This design comes from an exercise in tuning for small area, a short achievable clock period and few clock cycles on the open sky130 flow, not from production work.
At most, simulation tests tie the RTL to the original design; equivalence was not proved.
No activity file was given, so power comes from the tool's default toggle rates.

run A:
## qrcode_decoder
module qrcode_decoder(
    input clk,
    input srst_n,
    input start,
    input sram_rdata,
    output [11:0] sram_raddr,
    output reg [5:0] loc_y,
    output reg [5:0] loc_x,
    output reg [7:0] decode_text,    
    output reg valid,
    output reg finish
);
clock: 16.0 ns
lec_check: 0
abc_area: 1
cap_margin: 20
core_margin: 2
core_utilization: 40
slew_margin: 20
standard.sh (not shown) runs the stock make flow with config.mk's settings and CLKGATE_MAP_FILE= SYNTH_SCRIPT=/design/flow/synth_recipe.tcl, a recipe that flattens the netlist after the stock synthesis.
==> flow/flow/run.sh <==
#!/bin/bash
# The standard layout (standard.sh, unchanged), with four changes made through
# its environment:
#  - synthesis leaves the adders to ABC instead of mapping them to the
#    library's half- and full-adder cells (ADDER_MAP_FILE empty); the rest of
#    the synthesis is standard.sh's own (synth_recipe.tcl: no fsm or share
#    passes, flattened, function nets renamed), so the registers are the
#    standard synthesis's;
#  - the buffers that the flow puts on every input and output port are
#    sky130_fd_sc_hd__buf_2 cells instead of the slower delay cells that
#    buffer_ports picks by default;
#  - repair_timing aims for a setup slack of 11.5 ns, i.e. it sizes the cells
#    of paths slower than about 4.5 ns;
#  - clock tree synthesis uses sky130_fd_sc_hd__clkbuf_8 buffers and no dummy
#    loads.
# The clock, its period and the I/O constraints are the design's, unchanged.
# Each tool's full output is in standard.log in this folder.
export ADDER_MAP_FILE=
export BUFFER_PORTS_ARGS="-buffer_cell sky130_fd_sc_hd__buf_2"
export SETUP_SLACK_MARGIN=11.8
export CTS_ARGS="-sink_clustering_enable -repair_clock_nets -dont_use_dummy_load -buf_list sky130_fd_sc_hd__clkbuf_8"
bash standard.sh > standard.log 2>&1
Testbench counts of run A, summed over its fixed seeds: cycles 24,336.
The inputs of run B differ from those of run A as listed below.
-- flow/design.v --
<<< run A, line 33
wire signed [2:0] cx_lo = s1[5:3], cx_hi = s1[2:0];
wire signed [2:0] pcy = s2[5:3], pcx = s2[2:0];
wire tight = s3[5], wide = s3[4], tlm = s3[1], grp = s3[0];
wire [4:0] i = s0[4:0];   
wire [4:0] j = s1[4:0];
>>> run B, line 33
wire signed [2:0] cx_lo = s1[5:3], cx_hi = s1[2:0];
wire signed [2:0] pcy = s2[5:3], pcx = s2[2:0];
wire tight = s3[5], wide = s3[4], mid = s3[3], tlm = s3[1], grp = s3[0];
wire [4:0] i = s0[4:0];   
wire [4:0] j = s1[4:0];
<<< run A, line 324
    end else case (k[2:0])
        3'd0, 3'd2, 3'd4: bxY = 7'd14;
        3'd1, 3'd3: if (wide) bxY = 7'd107; else begin byY = 6'd1; bxY = 7'd114; end
        default: byY = 6'd1;
    endcase
>>> run B, line 324
    end else case (k[2:0])
        3'd0, 3'd2, 3'd4: bxY = 7'd14;
        3'd1: if (wide || mid) bxY = 7'd107; else begin byY = 6'd1; bxY = 7'd114; end
        3'd3: if (wide) bxY = 7'd107; else begin byY = 6'd1; bxY = 7'd121; end
        default: byY = 6'd1;
    endcase
<<< run A, line 370
        s0 <= {u_ylo, u_yhi}; s1 <= {u_xlo, u_xhi};
        s3[5] <= y_ok && x_ok;
        s3[4] <= !x_ok;
        if (p_end) begin
            st <= S_Y; cont <= 1'b0; k <= 6'd0;
>>> run B, line 371
        s0 <= {u_ylo, u_yhi}; s1 <= {u_xlo, u_xhi};
        s3[5] <= y_ok && x_ok;
        s3[4] <= !x_ok && !(u_xhi != u_xlo);
        s3[3] <= !x_ok && (u_xhi != u_xlo);
        if (p_end) begin
            st <= S_Y; cont <= 1'b0; k <= 6'd0;
<<< run A, line 387
            if (sx[6]) x <= 6'd0;               
        end else begin
            if (k[2:0] == (wide ? 3'd5 : 3'd1)) k <= 6'd0;
            else k <= k + 6'd1;
        end
>>> run B, line 389
            if (sx[6]) x <= 6'd0;               
        end else begin
            if (k[2:0] == (wide ? 3'd5 : mid ? 3'd3 : 3'd1)) k <= 6'd0;
            else k <= k + 6'd1;
        end
- [compare] base=run A new=run B: post-synthesis instance area decreased 0.56%, worst supply voltage drop on vdd increased about 11%, reported leakage power decreased 2.4%, area of all placed cells without fillers essentially unchanged, fraction of power consumed by sequential logic decreased 1.0 points.
- Between run B and run A, the difference in fraction of area in multi-input gates is negligible.
- The endpoint of the worst setup timing path comes out loc_y[1] in one run and loc_x[1] in the other, namely in run A and run B respectively.
- Going from run A to run B, synthesized cell count fell about 1.6%, wire length went down by 2.7%, total power density per cell area rose about 5%.
- In terms of worst hold slack, run A and run B differ only marginally.
Only the layout flow was run in run B; the RTL was not checked for function there.

static timing again, ports no longer ideal:
How much do the figures lean on ideal ports? The routed layouts below were timed once more, with nothing changed but the port constraints. Step 1 (the two cells are an assumption about what drives the block):
set clk [get_ports {clk}]
set_driving_cell -lib_cell sky130_fd_sc_hd__clkbuf_16 $clk
set_driving_cell -lib_cell sky130_fd_sc_hd__buf_2 [delete_from_list [all_inputs] $clk]
Step 2 times the ports against the registers' clock, not the clock port: input delays grow and output delays shrink by t, the midpoint of the rising clock arrivals with the driver on. Three values: no drivers, after step 1, after step 2; two values: the first two.
run | t, ns | setup slack, ns | worst data-port slew with drivers (ns)
run A | 0.409 | 11.853 / 11.812 / 11.816 | 0.02
run B | 0.414 | 11.831 / 11.791 / 11.805 | 0.03
After both steps setup and hold are still met in every run listed. The setup slack of run A, which loses most, moves by -0.041 ns with the drivers and by -0.037 ns with both steps.
